Source: an optimization exercise on an open RTL-to-GDS flow (aim: a short achievable clock period). Production flows keep margins and buffers that such runs may drop.
Only simulation tests tie the RTL to the original design; equivalence was not proved.
Power and IR drop assume default switching activity.

==> design/flow/design.v <==
module mtm_Alu_deserializer (
  input wire clk,
  input wire rst_n,
  input wire sin,
  output reg [31:0] A,
  output reg [31:0] B,
  output reg [7:0] CTL
);
localparam IDLE = 2'd0;
localparam LOAD = 2'd1;
localparam DATA_ERR = 2'd2;
localparam STOP = 2'd3;
reg [7:0] bit_counter;
reg [1:0] state;
reg [98:0] OUT;
reg [7:0] bit_counter_v;
reg [1:0] state_v;
reg [3:0] CRC_v;
reg [98:0] OUT_v;
reg [7:0] CTL_v;
reg [31:0] A_v;
reg [31:0] B_v;
always @(posedge clk) begin
  state_v = state;
  bit_counter_v = bit_counter;
  CRC_v = 4'b0000;
  OUT_v = OUT;
  CTL_v = CTL;
  A_v = A;
  B_v = B;
  if (!rst_n) begin
    state_v = IDLE;
    bit_counter_v = 0;
    CTL_v = 8'b11111111;
    OUT_v = 99'b111111111111111111111111111111111111111111111111111111111111111111111111111111111111111111111111111;
  end
  else begin
    case(state_v)
      IDLE: begin
        if (sin == 0) begin
          bit_counter_v = 97;
          state_v = LOAD;
          OUT_v = {OUT_v,sin};
        end
        else begin
          state_v = IDLE;
        end
      end
      LOAD: begin
        if (bit_counter_v % 11 == 10 && sin == 1) begin
          state_v = LOAD;
        end
        else if (bit_counter_v == 9 && sin == 0) begin
          state_v = DATA_ERR;
          bit_counter_v = 9;
          CTL_v = 8'b11001001;
        end
        else if (bit_counter_v != 9 && bit_counter_v % 11 == 9 && sin == 1) begin
          state_v = DATA_ERR;
          bit_counter_v = 9;
          CTL_v = 8'b11001001;
        end
        else if (bit_counter_v % 11 == 0 && sin == 0) begin
          state_v = DATA_ERR;
          bit_counter_v = 0;
          CTL_v = 8'b11001001;
        end
        else if (bit_counter_v == 0 && sin == 1) begin
          OUT_v = {OUT_v,sin};
          CRC_v = nextCRC4_D68({OUT_v[96:89],OUT_v[85:78],OUT_v[74:67],OUT_v[63:56],OUT_v[52:45],OUT_v[41:34],OUT_v[30:23],OUT_v[19:12],1'b1,OUT_v[7:5]},4'b0000);
          bit_counter_v = 2;
          if (CRC_v == OUT_v[4:1]) begin
            A_v = {OUT_v[96:89],OUT_v[85:78],OUT_v[74:67],OUT_v[63:56]};
            B_v = {OUT_v[52:45],OUT_v[41:34],OUT_v[30:23],OUT_v[19:12]};
            CTL_v = OUT_v[8:1];
            state_v = STOP;
          end
          else begin
            CTL_v = 8'b10100101;
            state_v = DATA_ERR;
          end
        end
        else begin
          OUT_v = {OUT_v,sin};
          bit_counter_v = bit_counter_v - 1;
        end
      end
      DATA_ERR: begin
        if (bit_counter_v > 0) begin
          bit_counter_v = bit_counter_v - 1;
        end
        else begin
          state_v = IDLE;
          CTL_v = 8'b11111111;
        end
      end
      STOP: begin
        if (bit_counter_v > 0) begin
          bit_counter_v = bit_counter_v - 1;
        end
        else begin
          A_v = 32'b11111111111111111111111111111111;
          B_v = 32'b11111111111111111111111111111111;
          CTL_v = 32'b11111111;
          state_v = IDLE;
        end
      end
      endcase
    end
  state <= state_v;
  bit_counter <= bit_counter_v;
  OUT <= OUT_v;
  CTL <= CTL_v;
  A <= A_v;
  B <= B_v;
end
function [3:0] nextCRC4_D68;
  input [67:0] Data;
  input [3:0] crc;
  reg [67:0] d;
  reg [3:0] c;
  reg [3:0] newcrc;
begin
  d = Data;
  c = crc;
  newcrc[0] = d[66] ^ d[64] ^ d[63] ^ d[60] ^ d[56] ^ d[55] ^ d[54] ^ d[53] ^ d[51] ^ d[49] ^ d[48] ^ d[45] ^ d[41] ^ d[40] ^ d[39] ^ d[38] ^ d[36] ^ d[34] ^ d[33] ^ d[30] ^ d[26] ^ d[25] ^ d[24] ^ d[23] ^ d[21] ^ d[19] ^ d[18] ^ d[15] ^ d[11] ^ d[10] ^ d[9] ^ d[8] ^ d[6] ^ d[4] ^ d[3] ^ d[0] ^ c[0] ^ c[2];
  newcrc[1] = d[67] ^ d[66] ^ d[65] ^ d[63] ^ d[61] ^ d[60] ^ d[57] ^ d[53] ^ d[52] ^ d[51] ^ d[50] ^ d[48] ^ d[46] ^ d[45] ^ d[42] ^ d[38] ^ d[37] ^ d[36] ^ d[35] ^ d[33] ^ d[31] ^ d[30] ^ d[27] ^ d[23] ^ d[22] ^ d[21] ^ d[20] ^ d[18] ^ d[16] ^ d[15] ^ d[12] ^ d[8] ^ d[7] ^ d[6] ^ d[5] ^ d[3] ^ d[1] ^ d[0] ^ c[1] ^ c[2] ^ c[3];
  newcrc[2] = d[67] ^ d[66] ^ d[64] ^ d[62] ^ d[61] ^ d[58] ^ d[54] ^ d[53] ^ d[52] ^ d[51] ^ d[49] ^ d[47] ^ d[46] ^ d[43] ^ d[39] ^ d[38] ^ d[37] ^ d[36] ^ d[34] ^ d[32] ^ d[31] ^ d[28] ^ d[24] ^ d[23] ^ d[22] ^ d[21] ^ d[19] ^ d[17] ^ d[16] ^ d[13] ^ d[9] ^ d[8] ^ d[7] ^ d[6] ^ d[4] ^ d[2] ^ d[1] ^ c[0] ^ c[2] ^ c[3];
  newcrc[3] = d[67] ^ d[65] ^ d[63] ^ d[62] ^ d[59] ^ d[55] ^ d[54] ^ d[53] ^ d[52] ^ d[50] ^ d[48] ^ d[47] ^ d[44] ^ d[40] ^ d[39] ^ d[38] ^ d[37] ^ d[35] ^ d[33] ^ d[32] ^ d[29] ^ d[25] ^ d[24] ^ d[23] ^ d[22] ^ d[20] ^ d[18] ^ d[17] ^ d[14] ^ d[10] ^ d[9] ^ d[8] ^ d[7] ^ d[5] ^ d[3] ^ d[2] ^ c[1] ^ c[3];
  nextCRC4_D68 = newcrc;
end
endfunction
    endmodule
module mtm_Alu_core(
  input wire clk,
  input wire rst_n,
  input wire [31:0] A,
  input wire [31:0] B,
  input wire [7:0] CTL,
  output reg [31:0] C,
  output reg [7:0] CTL_out
  );
wire [2:0] OP;
assign OP = CTL[6:4];
localparam  AND = 3'b000;
localparam OR = 3'b001;
localparam ADD = 3'b100;
localparam SUB = 3'b101;
reg cr,of,zr,neg;
reg cr_v,of_v,zr_v,neg_v;
reg [31:0] C_v;
reg [7:0] CTL_out_v;
always @(posedge clk) begin
  cr_v = cr; of_v = of; zr_v = zr; neg_v = neg;
  C_v = C;
  CTL_out_v = CTL_out;
  if (!rst_n) begin
    cr_v = 0; of_v = 0; zr_v = 0; neg_v = 0;
    CTL_out_v = 8'b11111111;
    C_v = 0;
  end
  else if (CTL[7] == 0) begin
    case(OP)
      AND: begin
        C_v = A & B;
        CTL_out_v = {1'b0,cr_v,of_v,zr_v,neg_v,nextCRC3_D36({C_v,1'b0,cr_v,of_v,zr_v,neg_v},4'b0000)};
      end
      OR: begin
        C_v = A | B;
        CTL_out_v = {1'b0,cr_v,of_v,zr_v,neg_v,nextCRC3_D36({C_v,1'b0,cr_v,of_v,zr_v,neg_v},4'b0000)};
      end
      ADD: begin
        {cr_v,C_v} = A + B;
        zr_v = (C_v == 0);
        of_v = ((A[31] == 0 && B[31] == 0 && C_v[31] == 1) || (A[31] == 1 && B[31] == 1 && C_v[31] == 0));
        neg_v = (C_v[31] == 1);
        CTL_out_v = {1'b0,cr_v,of_v,zr_v,neg_v,nextCRC3_D36({C_v,1'b0,cr_v,of_v,zr_v,neg_v},4'b0000)};
      end
      SUB: begin
        {cr_v,C_v} = A - B;
        zr_v = (C_v == 0);
        of_v = ((A[31] == 0 && B[31] == 0 && C_v[31] == 1) || (A[31] == 1 && B[31] == 1 && C_v[31] == 0));
        neg_v = (A < B);
        CTL_out_v = {1'b0,cr_v,of_v,zr_v,neg_v,nextCRC3_D36({C_v,1'b0,cr_v,of_v,zr_v,neg_v},4'b0000)};
      end
      default: begin
        CTL_out_v = 8'b10010011;
      end
    endcase
    end
    else if( CTL == 8'b10100101 || CTL == 8'b11001001) begin
      CTL_out_v = CTL;
    end
    else begin
    cr_v = 0;  
    of_v = 0;
    zr_v = 0;
    neg_v = 0;
    CTL_out_v = 8'b11111111;
    end
  cr <= cr_v; of <= of_v; zr <= zr_v; neg <= neg_v;
  C <= C_v;
  CTL_out <= CTL_out_v;
end
function [2:0] nextCRC3_D36;
  input [35:0] Data;
  input [2:0] crc;
  reg [35:0] d;
  reg [2:0] c;
  reg [2:0] newcrc;
begin
  d = Data;
  c = crc;
  newcrc[0] = d[35] ^ d[32] ^ d[31] ^ d[30] ^ d[28] ^ d[25] ^ d[24] ^ d[23] ^ d[21] ^ d[18] ^ d[17] ^ d[16] ^ d[14] ^ d[11] ^ d[10] ^ d[9] ^ d[7] ^ d[4] ^ d[3] ^ d[2] ^ d[0] ^ c[2];
  newcrc[1] = d[35] ^ d[33] ^ d[30] ^ d[29] ^ d[28] ^ d[26] ^ d[23] ^ d[22] ^ d[21] ^ d[19] ^ d[16] ^ d[15] ^ d[14] ^ d[12] ^ d[9] ^ d[8] ^ d[7] ^ d[5] ^ d[2] ^ d[1] ^ d[0] ^ c[0] ^ c[2];
  newcrc[2] = d[34] ^ d[31] ^ d[30] ^ d[29] ^ d[27] ^ d[24] ^ d[23] ^ d[22] ^ d[20] ^ d[17] ^ d[16] ^ d[15] ^ d[13] ^ d[10] ^ d[9] ^ d[8] ^ d[6] ^ d[3] ^ d[2] ^ d[1] ^ c[1];
  nextCRC3_D36 = newcrc;
end
endfunction
endmodule
module mtm_Alu_serializer(
  input  wire clk,    
  input  wire rst_n,
  input wire [31:0] C,
  input wire [7:0] CTL_out,
  output reg sout
  );
  localparam IDLE = 4'd0;   
  localparam SERIAL_C = 4'd1;
  localparam SERIAL_CTL = 4'd2;
  localparam BEGIN = 4'd3;  
  localparam BEGIN_2 = 4'd4;   
  localparam FINISH = 4'd5;    
  localparam NEXT = 4'd6;
  reg [7:0] bit_counter;
  reg [7:0] byte_counter;
  reg [2:0] state;
  reg [31:0] C_nxt;
  reg [7:0] CTL_nxt;
  reg [7:0] bit_counter_v;
  reg [7:0] byte_counter_v;
  reg [2:0] state_v;
  reg [31:0] C_nxt_v;
  reg [7:0] CTL_nxt_v;
  reg sout_v;
  always @(posedge clk) begin
    bit_counter_v = bit_counter;
    byte_counter_v = byte_counter;
    state_v = state;
    C_nxt_v = C_nxt;
    CTL_nxt_v = CTL_nxt;
    sout_v = sout;
    if (!rst_n) begin
      state_v = IDLE;
      bit_counter_v = 0;
      byte_counter_v = 0;
      CTL_nxt_v = 0;
      C_nxt_v = 0;
      sout_v = 1;
    end
    else begin
      case(state_v)
        IDLE: begin
          if (CTL_out[7] == 0) begin
            state_v = BEGIN;
            C_nxt_v = C;
            CTL_nxt_v = CTL_out;
            byte_counter_v = 5;
            bit_counter_v = 31;
          end
          else if (CTL_out[7:0] == 8'b11001001 || CTL_out[7:0] == 8'b10010011 || CTL_out[7:0] == 8'b10100101) begin
            state_v = BEGIN;
            C_nxt_v = C;
            CTL_nxt_v = CTL_out;
            byte_counter_v = 1;
          end
          else begin
            sout_v = 1;
          end
        end
        BEGIN: begin
          state_v = BEGIN_2;
          sout_v = 0;
          end
        BEGIN_2: begin
          if (byte_counter_v > 1) begin
            sout_v = 0;
            state_v = SERIAL_C;
          end
          else begin
            sout_v = 1;
            state_v = SERIAL_CTL;
            bit_counter_v = 7;
          end
        end
        SERIAL_C: begin
          if ((bit_counter_v+1)% 8 == 1) begin
            sout_v = C_nxt_v[bit_counter_v];
            state_v = FINISH;
            byte_counter_v = byte_counter_v - 1;
            bit_counter_v = bit_counter_v - 1;
          end
          else begin
            sout_v = C_nxt_v[bit_counter_v];
            bit_counter_v = bit_counter_v - 1;
          end
        end
        SERIAL_CTL: begin
          if (bit_counter_v == 0) begin
            sout_v = CTL_nxt_v[bit_counter_v];
            state_v = FINISH;
            byte_counter_v = byte_counter_v - 1;
          end
          else begin
            sout_v = CTL_nxt_v[bit_counter_v];
            bit_counter_v = bit_counter_v - 1;
          end
        end
        FINISH: begin
          sout_v = 1;
          if (byte_counter_v == 0) begin
            state_v = IDLE;
            end
            else
          state_v = BEGIN;
          end
      endcase
    end
    bit_counter <= bit_counter_v;
    byte_counter <= byte_counter_v;
    state <= state_v;
    C_nxt <= C_nxt_v;
    CTL_nxt <= CTL_nxt_v;
    sout <= sout_v;
  end
endmodule
module mtm_Alu (
    input  wire clk,    
    input  wire rst_n,  
    input  wire sin,    
    output wire sout    
);
wire [31:0] A;
wire [31:0] B;
wire [31:0] C;
wire [7:0] CTL;
wire [7:0] CTL_out;
mtm_Alu_deserializer u_mtm_Alu_deserializer(
  .clk    (clk),
  .rst_n  (rst_n),
  .sin (sin),
  .A (A),
  .B  (B),
  .CTL(CTL)
);
mtm_Alu_core u_mtm_Alu_core(
  .clk    (clk),
  .rst_n  (rst_n),
  .A (A),
  .B  (B),
  .CTL(CTL),
  .C(C),
  .CTL_out(CTL_out)
);
mtm_Alu_serializer u_mtm_Alu_serializer(
  .clk(clk),
  .rst_n(rst_n),
  .C(C),
  .CTL_out(CTL_out),
  .sout(sout)
);
endmodule
==> design/flow/run.sh <==
#!/bin/bash
# synth_recipe.tcl (not shown) runs the flow's synth.tcl, then flattens the netlist and writes it again
# the make line also repeats each setting of config.mk as NAME=value (left out here)
make -C /OpenROAD-flow-scripts/flow DESIGN_CONFIG=/design/flow/config.mk WORK_HOME=/design/flow/orfs CLKGATE_MAP_FILE= SYNTH_SCRIPT=/design/flow/synth_recipe.tcl finish
==> design/flow/config.mk <==
export PLATFORM = sky130hd
export DESIGN_NAME = mtm_Alu
export DESIGN_NICKNAME = mtm_Alu
export VERILOG_FILES = /design/flow/design.v
export SDC_FILE = /design/flow/constraint.sdc
export NUM_CORES = 4
export LEC_CHECK = 0
export CAP_MARGIN = 20
export CORE_MARGIN = 2
export CORE_UTILIZATION = 40
export PLACE_DENSITY = 0.6
export SLEW_MARGIN = 20
==> design/flow/constraint.sdc <==
create_clock -name core_clock -period 8.0 [get_ports {clk}]
set_input_delay 1.6000 -clock core_clock [delete_from_list [all_inputs] [get_ports {clk}]]
set_output_delay 1.6000 -clock core_clock [all_outputs]
set_load 0.01 [all_outputs]
==> flow_metrics.env <==
export IMPL_die_height_um=228
export IMPL_worst_setup_path_type="reg -> reg"
export IMPL_slew_at_the_pin_closest_to_its_max_slew_limit_ps=1030
export IMPL_max_slew_margin_rel_pct=31.1
export IMPL_drtPass1Iterations=6
export IMPL_power_clock_fraction_pct=24.2
export IMPL_worst_setup_path_end_kind="flip-flop"
export IMPL_final_clock_skew_ps=14.7
export IMPL_synth_nets=2463
export IMPL_internal_power_mw=3.68
export IMPL_detail_route_vias_per_cell=5.57
export IMPL_setup_reg_to_reg_worst_slack_ps=580
export IMPL_critical_path_depth=28
export IMPL_syn_instance_count=2350
export IMPL_dp_hpwl_um=44100
export IMPL_ir_worst_vdd_v=0.000179
export IMPL_synth_cell_area_um2=20100
export IMPL_pin_count_of_the_biggest_net_entering_global_routing=103
export IMPL_fin_crit_ps=7420
export IMPL_min_period_over_period_pct=92.8
export IMPL_final_net_count=2384
export IMPL_cts_root_buf="clkbuf_16"
export IMPL_critPathRequiredTime_ps=8430
export IMPL_globalRouteOverflowTotal=0
export IMPL_place_congestion=0.989
export IMPL_cts_buffers_inserted=31
export IMPL_antenna_cells_inserted=0
export IMPL_endpoint_of_the_worst_register_to_register_path="u_mtm_Alu_deserializer.OUT[54]"
export IMPL_grt_pass1_vias=15795
export IMPL_holdPathStages=2
export IMPL_worst_hold_startpoint="u_mtm_Alu_core.C[21]"
export IMPL_drive_above_1_share_pct=7.01
export IMPL_finalWorstSetupSlack_ps=576
export IMPL_drt_wl_total_um=57400
export IMPL_top_level_ports=4
export IMPL_tns_ps=0
export IMPL_switchingPower_mw=2.50
export IMPL_worstRegToRegCells=28
export IMPL_die_w_um=228
export IMPL_tritoncts_clock_tree="built"
export IMPL_hold_buffer_count_at_cts=0
export IMPL_worst_hold_path_type="reg -> reg"
export IMPL_p_sw_share_pct=40.5
export IMPL_slowest_delay_ps=590
export IMPL_status="finished clean"
export IMPL_drv_cap=0
export IMPL_synth_seq_cells=282
export IMPL_remaining_drc_errors=0
export IMPL_crit_path_top_delay_cell="nor4_2"
export IMPL_synth_area_per_cell_um2=8.57
export IMPL_clock_insertion_delay_worst_skew_ps=600
export IMPL_critical_path_top_delay_family="compound AO/OA/AOI/OAI gates"
export IMPL_wire_per_inst_um=19.4
export IMPL_comb_power_share_pct=48.9
export IMPL_crit_path_start_kind="flip-flop"
export IMPL_power_leakage_nw=8.18
export IMPL_yosysSeqAreaShare_pct=31.2
export IMPL_timing_hold_ws_ps=450
export IMPL_fillerInstances=4906
export IMPL_post_cts_resized=0
export IMPL_area_growth_synth_to_final_pct=8.48
export IMPL_clk_transition_reported_paths_ps=60
export IMPL_maxSlewViolCount=0
export IMPL_synthArstFlopShare_pct=0
export IMPL_vias=16545
export IMPL_yosys_most_used_dff="dfxtp_1"
export IMPL_ant_nets=0
export IMPL_start_util_pct=40.3
export IMPL_post_synth_num_cell_types=91
export IMPL_min_to="u_mtm_Alu_serializer.C_nxt[21]"
export IMPL_count_of_flip_flops_with_a_built_in_enable_after_synthesis=64
export IMPL_rows=82
export IMPL_grt_setup_unrepaired="no"
export IMPL_cts_htree_levels=1
export IMPL_achievable_frequency_mhz=135
export IMPL_timing_critical_path_buf_inv=3
export IMPL_coreArea_um2=50000
export IMPL_cp_max_fo=31
export IMPL_critical_path_arrival_ps=7850
export IMPL_crit_reg2reg_launch="u_mtm_Alu_deserializer.bit_counter[4]"
export IMPL_seq_power_share_pct=26.9
export IMPL_tritoncts_num_sinks=282
export IMPL_cts_max_path_buffers=3
export IMPL_grt_first_pass_wirelength_um=91000
export IMPL_cts_repair_timing_setup_buffer_count=0
export IMPL_finalSetupViolations=0
export IMPL_worst_setup_slack_post_dpl_ps=666
export IMPL_detail_route_iter0_violations=1432
export IMPL_syn_warnings=3
export IMPL_dieArea_um2=52200
export IMPL_power_density_nw_per_um2=283
export IMPL_timing_final_hold_violations=0
export IMPL_groute_usage_overall_pct=21.6
export IMPL_antenna_found_initial=0
export IMPL_port_buffer_count=3
[logic make-up after synthesis]
family / synth area share [%]
buffers and inverters: 5.40
AO/OA/AOI/OAI: 15.7
flip-flops: 31.2
AND/OR/NAND/NOR: 18.0
multiplexers: 9.68
XOR/XNOR: 13.0
adder cells (fa/ha/maj): 6.91
[routing by layer]
metal	up-vias	global-route usage, %	share of wire [%]
met4	0	7.70	3.8
met1	7923	28.9	45
li1	8027	-	-
met5	-	0	0
met3	114	2.47	4.5
met2	481	36.0	47
[sequential cells by signal (all words and copies together), names as in the netlist, 2 cells and up]
name / cells
u_mtm_Alu_serializer.byte_counter: 8
u_mtm_Alu_deserializer.B: 32
u_mtm_Alu_deserializer.state: 2
u_mtm_Alu_deserializer.OUT: 96
u_mtm_Alu_serializer.C_nxt: 32
u_mtm_Alu_serializer.bit_counter: 8
u_mtm_Alu_serializer.CTL_nxt: 8
u_mtm_Alu_core.C: 32
u_mtm_Alu_deserializer.bit_counter: 8
u_mtm_Alu_deserializer.CTL: 8
u_mtm_Alu_deserializer.A: 32
u_mtm_Alu_core.CTL_out: 8
u_mtm_Alu_serializer.state: 3
[area by class of cell]
type / instances / area (um^2) / area share, %
well taps: 672 / 841 / 3.85
clock inverters: 22 / 260 / 1.19
clock buffers: 36 / 805 / 3.68
flip-flops and latches: 282 / 6290 / 28.8
multi-input cells: 1794 / 12900 / 59.0
repair buffers: 25 / 243 / 1.11
inverters: 137 / 514 / 2.35
[per-stage QoR]
step	power [mW]	util (%)	instances	instance area [um^2]
after detailed placement	4.66	41.6	2910	20800
after CTS	6.18	43.7	2968	21800
after global routing	6.53	43.7	2968	21800
after floorplan	4.12	-	2350	20300
after global placement	4.63	41.6	2910	20800
final	6.18	43.7	2968	21800
[synth_stat cells (7+ instances only)]
cell type / count / area share [%]
nand2_1: 284 / 5.3
xnor2_1: 239 / 10
dfxtp_1: 218 / 22
a21oi_1: 170 / 4.2
nor2_1: 146 / 2.7
inv_1: 135 / 2.5
mux2i_1: 116 / 5.8
clkbuf_1: 112 / 2.1
ha_1: 108 / 6.7
nand2b_1: 87 / 2.7
o21ai_0: 76 / 1.9
edfxtp_1: 64 / 9.5
nor3_1: 51 / 1.3
xor2_1: 48 / 2.1
a211oi_1: 42 / 1.6
nor2b_1: 35 / 1.1
nand3_1: 28 / 0.70
mux4_2: 27 / 3.0
o21bai_1: 17 / 0.63
mux2_2: 16 / 0.89
nor4_1: 16 / 0.50
a21o_1: 14 / 0.52
a31oi_1: 14 / 0.43
nand4_1: 14 / 0.43
o211ai_1: 14 / 0.52
or3_1: 14 / 0.43
and3_1: 11 / 0.34
buf_1: 10 / 0.19
o21a_1: 10 / 0.37
or4_1: 10 / 0.37
and2_1: 9 / 0.28
o31ai_1: 9 / 0.34
a2111oi_0: 8 / 0.35
a211o_1: 8 / 0.35
a221oi_1: 8 / 0.35
a22oi_1: 8 / 0.30
buf_2: 8 / 0.20
nand3b_1: 8 / 0.30
nor3b_1: 7 / 0.26
o22ai_1: 7 / 0.22
or2_2: 7 / 0.22
[tightest hold or removal path, stage by stage, from the launching register on]
cell	delay [ps]
dfxtp_1	310
nand2_1	50
a21oi_1	50
[cells in the final DEF (no fill, tap or decap), drive strengths merged, types with 23 or more instances in the layout]
cell type,instances
a21oi,170
mux2i,116
ha,108
inv,137
buf,23
dfxtp,218
xnor2,239
nor2,146
edfxtp,64
nand2b,87
nand3,29
clkbuf,36
mux4,27
nor3,51
nand2,284
a211oi,42
nor2b,35
xor2,48
o21ai,77
[worst max-delay path by stage]
stage	start	endpoint	slack, ps
4_1_cts	u_mtm_Alu_deserializer.bit_counter[4]	u_mtm_Alu_deserializer.OUT[54]	620
5_1_grt	u_mtm_Alu_deserializer.bit_counter[5]	u_mtm_Alu_deserializer.OUT[78]	150
2_1_floorplan	u_mtm_Alu_deserializer.bit_counter[4]	u_mtm_Alu_deserializer.A[0]	-100
3_5_place_dp	u_mtm_Alu_deserializer.bit_counter[4]	u_mtm_Alu_deserializer.OUT[54]	670
3_3_place_gp	u_mtm_Alu_deserializer.bit_counter[4]	u_mtm_Alu_deserializer.OUT[60]	850
6_report	u_mtm_Alu_deserializer.bit_counter[4]	u_mtm_Alu_deserializer.OUT[54]	580
[power by group through the flow]
stage                     Combinational, mW  Clock, mW  Sequential (mW)
after global placement                 2.94          0             1.69
after detailed placement               2.97          0             1.69
after global routing                   3.27       1.58             1.68
after floorplan                        2.52          0             1.60
after CTS                              2.99       1.53             1.66
final                                  3.02       1.49             1.66

==> port drivers added, routing unchanged <==
No port has a modelled driver above. Below, the same layout with a new extraction and two added sets of constraints.
Step 1: set_driving_cell puts a clkbuf_16 on clk and a buf_2 on each other input, an assumption about the parent block.
Step 2 also shifts input and output timing later by t, the mid clock arrival at the registers, as if the neighbouring blocks saw the same clock.
Slacks: no drivers / after step 1 / after step 2; pairs: no drivers / after step 1.
t, ns: 0.644
slack for setup (ns): 0.576 / 0.576 / 0.576
latest minus earliest clock arrival (ns): 0.016 / 0.016
After both steps this run still meets setup and hold. For this run, drivers alone change the setup slack by 0.000 ns; drivers and shift together by 0.000 ns.
